Source: an optimization exercise on an open RTL-to-GDS flow (aim: small area). Production flows keep margins and buffers that such runs may drop. Only simulation tests tie the RTL to the original design; equivalence was not proved. The clock port is modelled as an ideal driver, which makes a skipped or thinned clock tree look cheaper than it is; a real chip needs a root buffer or a tree. No activity file was given, so power comes from the tool's default toggle rates.

## main
module main (
    input wire clk,
    input wire reset,
    input wire Entry_sensor,
    input wire Exit_sensor,
    input wire [1:0] Exit_parking,
    output wire Full_light,
    output wire Door_Open_light,
    output reg [3:0] parkings,
    output [4:0] seven_seg,
    output [7:0] seg_data
);
  localparam IDLE_F = 3'b000, IDLE_D = 3'b010, CHECK_ENTRY = 3'b001, CHECK_EXIT = 3'b011,
             FULL_0 = 3'b101, FULL = 3'b100, DOOR_0 = 3'b111, DOOR = 3'b110;
  reg [2:0] state;
  reg [11:0] cnt;             
  reg [5:0] blocks;           
  reg full_phase, door_phase;
  reg [9:0] refresh_counter;
  reg [1:0] digit_select;
  reg started;
  wire [3:0] sel;
  reg [2:0] shown;
  wire timing = state[2] & ~state[0];
  wire door = state[1];
  wire in_full = timing & ~door;
  wire in_door = timing & door;
  assign Full_light = blocks[0] & ~door;
  assign Door_Open_light = blocks[0] & door;
  wire wrap = cnt[9] & cnt[8] & cnt[7] & cnt[5] &
              (door ? (cnt[6] & cnt[3]) : (cnt[11] & cnt[10]));
  wire period_end = cnt[9] & cnt[8] & cnt[7] & cnt[4] &
      (door ? (door_phase ? (blocks[5] & blocks[3] & cnt[2] & cnt[1])
                          : (blocks[5] & blocks[2] & blocks[1] & blocks[0] & cnt[5] & cnt[3] & cnt[2] & cnt[1] & cnt[0]))
            : (full_phase ? (blocks[2] & blocks[1] & cnt[11] & cnt[10] & cnt[1])
                          : (blocks[2] & blocks[0] & cnt[11] & cnt[10] & cnt[3] & cnt[0])));
  wire [11:0] start = door ? (door_phase ? 12'd960 : 12'd0) : (full_phase ? 12'd3994 : 12'd0);
  reg [2:0] next_state;
  reg [3:0] next_parkings;
  always @(*) begin
    next_state = state;
    next_parkings = parkings;
    case (state)
      IDLE_F, IDLE_D: begin
        if (~Entry_sensor) next_state = CHECK_ENTRY;
        else if (~Exit_sensor) next_state = CHECK_EXIT;
      end
      CHECK_ENTRY: begin
        next_parkings = parkings | {&parkings[2:0], &parkings[1:0], parkings[0], 1'b1};
        next_state = (&parkings) ? FULL_0 : DOOR_0;
      end
      CHECK_EXIT: begin
        next_parkings = parkings & ~(4'b0001 << Exit_parking);
        next_state = parkings[Exit_parking] ? DOOR_0 : IDLE_D;
      end
      FULL_0: next_state = FULL;
      DOOR_0: next_state = DOOR;
      FULL: if (period_end) next_state = IDLE_F;
      DOOR: if (period_end) next_state = IDLE_D;
      default: next_state = IDLE_F;
    endcase
  end
  ...
Size in the first run: roughly 200 cells after synthesis, roughly 25 I/O pins, about 0.0018 mm^2 of cells after synthesis.
==> module main, before the edit <==
module main (
    input wire clk,
    input wire reset,
    input wire Entry_sensor,
    input wire Exit_sensor,
    input wire [1:0] Exit_parking,
    output wire Full_light,
    output wire Door_Open_light,
    output reg [3:0] parkings,
    output [4:0] seven_seg,
    output [7:0] seg_data
);
  localparam IDLE_F = 3'b000, IDLE_D = 3'b010, CHECK_ENTRY = 3'b001, CHECK_EXIT = 3'b011,
             FULL_0 = 3'b101, FULL = 3'b100, DOOR_0 = 3'b111, DOOR = 3'b110;
  reg [2:0] state;
  reg [11:0] cnt;             
  reg [5:0] blocks;           
  reg full_phase, door_phase;
  reg [9:0] refresh_counter;
  reg [1:0] digit_select;
  reg started;
  wire [3:0] sel;
  reg [2:0] shown;
  wire timing = state[2] & ~state[0];
  wire door = state[1];
  wire in_full = timing & ~door;
  wire in_door = timing & door;
  assign Full_light = blocks[0] & ~door;
  assign Door_Open_light = blocks[0] & door;
  wire wrap = cnt[9] & cnt[8] & cnt[7] & cnt[5] &
              (door ? (cnt[6] & cnt[3]) : (cnt[11] & cnt[10]));
  wire period_end = cnt[9] & cnt[8] & cnt[7] & cnt[4] &
      (door ? (door_phase ? (blocks[5] & blocks[3] & cnt[2] & cnt[1])
                          : (blocks[5] & blocks[2] & blocks[1] & blocks[0] & cnt[5] & cnt[3] & cnt[2] & cnt[1] & cnt[0]))
            : (full_phase ? (blocks[2] & blocks[1] & cnt[11] & cnt[10] & cnt[1])
                          : (blocks[2] & blocks[0] & cnt[11] & cnt[10] & cnt[3] & cnt[0])));
  wire [11:0] start = door ? (door_phase ? 12'd960 : 12'd0) : (full_phase ? 12'd3994 : 12'd0);
  reg [2:0] next_state;
  reg [3:0] next_parkings;
  always @(*) begin
    next_state = state;
    next_parkings = parkings;
    case (state)
      IDLE_F, IDLE_D: begin
        if (~Entry_sensor) next_state = CHECK_ENTRY;
        else if (~Exit_sensor) next_state = CHECK_EXIT;
      end
      CHECK_ENTRY: begin
        next_parkings = parkings | {&parkings[2:0], &parkings[1:0], parkings[0], 1'b1};
        next_state = (&parkings) ? FULL_0 : DOOR_0;
      end
      CHECK_EXIT: begin
        next_parkings = parkings & ~(4'b0001 << Exit_parking);
        next_state = parkings[Exit_parking] ? DOOR_0 : IDLE_D;
      end
      FULL_0: next_state = FULL;
      DOOR_0: next_state = DOOR;
      FULL: if (period_end) next_state = IDLE_F;
      DOOR: if (period_end) next_state = IDLE_D;
      default: next_state = IDLE_F;
    endcase
  end
  always @(posedge clk or posedge reset) begin
    if (reset) parkings <= 4'b0000;
    else parkings <= next_parkings;
  end
  always @(posedge clk) begin
    if (reset) state <= IDLE_F;
    else state <= next_state;
  end
  always @(posedge clk) begin
    if (timing) cnt <= wrap ? 12'd0 : cnt + 12'd1;
    else cnt <= start;
  end
  wire [5:0] next_blocks = timing ? blocks + {5'd0, wrap} : 6'd0;
  always @(posedge clk or posedge reset) begin
    if (reset) blocks[0] <= 1'b0;
    else blocks[0] <= next_blocks[0];
  end
  always @(posedge clk) blocks[5:1] <= next_blocks[5:1];
  always @(posedge clk) begin
    if (reset) begin
      full_phase <= 1'b0;
      door_phase <= 1'b0;
    end else begin
      if (in_full & period_end) full_phase <= ~full_phase;
      if (in_door & period_end) door_phase <= ~door_phase;
    end
  end
  wire tick = refresh_counter == 10'd496;
  always @(posedge clk) begin
    if (reset | tick) refresh_counter <= 10'd0;
    else refresh_counter <= {refresh_counter[8:0], ~(refresh_counter[9] ^ refresh_counter[6])};
  end
  always @(posedge clk or posedge reset) begin
    if (reset) begin
      digit_select <= 2'd0;
      started <= 1'b0;
    end else begin
      digit_select <= digit_select + {1'b0, tick};
      started <= started | tick;
    end
  end
  assign sel = {digit_select == 2'd1, digit_select == 2'd2, digit_select == 2'd3,
                started & (digit_select == 2'd0)};
  wire [2:0] free_code, location_code;
  assign free_code[0] = (parkings == 4'd0) | (parkings == 4'd1) | (parkings == 4'd2) | (parkings == 4'd3) | (parkings == 4'd4) | (parkings == 4'd5) | (parkings == 4'd6) | (parkings == 4'd8) | (parkings == 4'd9) | (parkings == 4'd10) | (parkings == 4'd12);
  assign free_code[1] = (parkings == 4'd1) | (parkings == 4'd2) | (parkings == 4'd3) | (parkings == 4'd4) | (parkings == 4'd5) | (parkings == 4'd6) | (parkings == 4'd7) | (parkings == 4'd8) | (parkings == 4'd9) | (parkings == 4'd10) | (parkings == 4'd11) | (parkings == 4'd12) | (parkings == 4'd13) | (parkings == 4'd14);
  assign free_code[2] = (parkings == 4'd3) | (parkings == 4'd5) | (parkings == 4'd6) | (parkings == 4'd9) | (parkings == 4'd10) | (parkings == 4'd12);
  assign location_code[0] = (parkings == 4'd3) | (parkings == 4'd7) | (parkings == 4'd11);
  assign location_code[1] = (parkings == 4'd1) | (parkings == 4'd3) | (parkings == 4'd5) | (parkings == 4'd7) | (parkings == 4'd9) | (parkings == 4'd11) | (parkings == 4'd13) | (parkings == 4'd15);
  assign location_code[2] = (parkings == 4'd3) | (parkings == 4'd11) | (parkings == 4'd15);
  always @(posedge clk) begin
    if ((sel[3] | (sel[1] & (state != DOOR_0))) & ~tick) shown <= digit_select[1] ? location_code : free_code;
  end
  assign seven_seg = {1'b0, sel};
  wire [7:0] seg =
    (~(sel[2] | sel[0])) ? 8'b00111111 :
    (shown == 3'd0) ? 8'b00111111 :
    (shown == 3'd1) ? 8'b01100110 :
    (shown == 3'd2) ? 8'b00000110 :
    (shown == 3'd3) ? 8'b01001111 :
    (shown == 3'd4) ? 8'b00000000 :
    (shown == 3'd5) ? 8'b00000000 :
    (shown == 3'd6) ? 8'b01000000 :
    8'b01011011;
  assign seg_data = seg;
endmodule
clock: 10.0 ns
lec_check: 0
cap_margin: 20
core_margin: 2
core_utilization: 40
place_density: 0.85
slew_margin: 20
standard.sh (not shown) runs the stock make flow with config.mk's settings and CLKGATE_MAP_FILE= SYNTH_SCRIPT=/design/flow/synth_recipe.tcl, a recipe that flattens the netlist after the stock synthesis.
==> flow/flow/run.sh <==
#!/bin/bash
set -euo pipefail
here=$(pwd)
export AREA_ABC_SCRIPT="$here/flow/area.abc"
bash standard.sh \
  "SYNTH_SCRIPT=$here/flow/area_synth.tcl" \
  "ADDER_MAP_FILE=" \
  "BUFFER_PORTS_ARGS=-buffer_cell sky130_fd_sc_hd__buf_1" \
  "CTS_ARGS=$(cat "$here/flow/cts.args")" \
  "POST_CTS_TCL=$here/flow/post_cts.tcl" \
  finish > "$here/flow.log" 2>&1
Other scripts of this flow, unchanged in this note and not shown: flow/flow/area.abc, flow/flow/area_synth.tcl, flow/flow/cts.args, flow/flow/post_cts.tcl
Then changed:
--- a/flow/design.v
+++ b/flow/design.v
@@ -90,4 +90,6 @@
   end
   wire tick = refresh_counter == 10'd496;
+  wire strobe_free = refresh_counter == 10'd248;
+  wire strobe_location = refresh_counter == 10'd124;
   always @(posedge clk) begin
     if (reset | tick) refresh_counter <= 10'd0;
@@ -113,5 +115,6 @@
   assign location_code[2] = (parkings == 4'd3) | (parkings == 4'd11) | (parkings == 4'd15);
   always @(posedge clk) begin
-    if ((sel[3] | (sel[1] & (state != DOOR_0))) & ~tick) shown <= digit_select[1] ? location_code : free_code;
+    if (strobe_free && sel[3]) shown <= free_code;
+    else if (strobe_location && sel[1]) shown <= location_code;
   end
   assign seven_seg = {1'b0, sel};
Effect: The changed run went through all stages and came out clean; cell count grows by about 4%; area after synthesis grows by about 2%; total power grows by about 4%; cell area grows by 1.9%; die area grows by 2.0%; combinational power grows by 26%; worst setup slack gets better by 57 ps; routed wire length grows by 2.3%; first-iteration DRC count grows by 5.5%; global-route usage shrinks by 0.16 points.

==> what the ideal ports hide <==
The results above use ideal ports. As a check the final layouts listed here were re-extracted and re-timed, cells and wires unchanged.
Step 1, drivers: a clkbuf_16 drives clk and a buf_2 each remaining input, both assumed.
Step 2 times the ports against the registers' clock, not the clock port: input delays grow and output delays shrink by t, the midpoint of the rising clock arrivals with the driver on.
a / b / c = ideal ports / drivers / drivers and shift; a / b = the first two.
run | t (ns) | setup WS [ns] | worst register clock-pin slew, ns | cell pins on the clock port's net
the first run | 0.194 | 6.370 / 6.326 / 6.519 | 0.11 / 0.11 | 4
the second run | 0.192 | 6.427 / 6.382 / 6.574 | 0.10 / 0.10 | 4
After both steps every run listed still meets setup and hold.
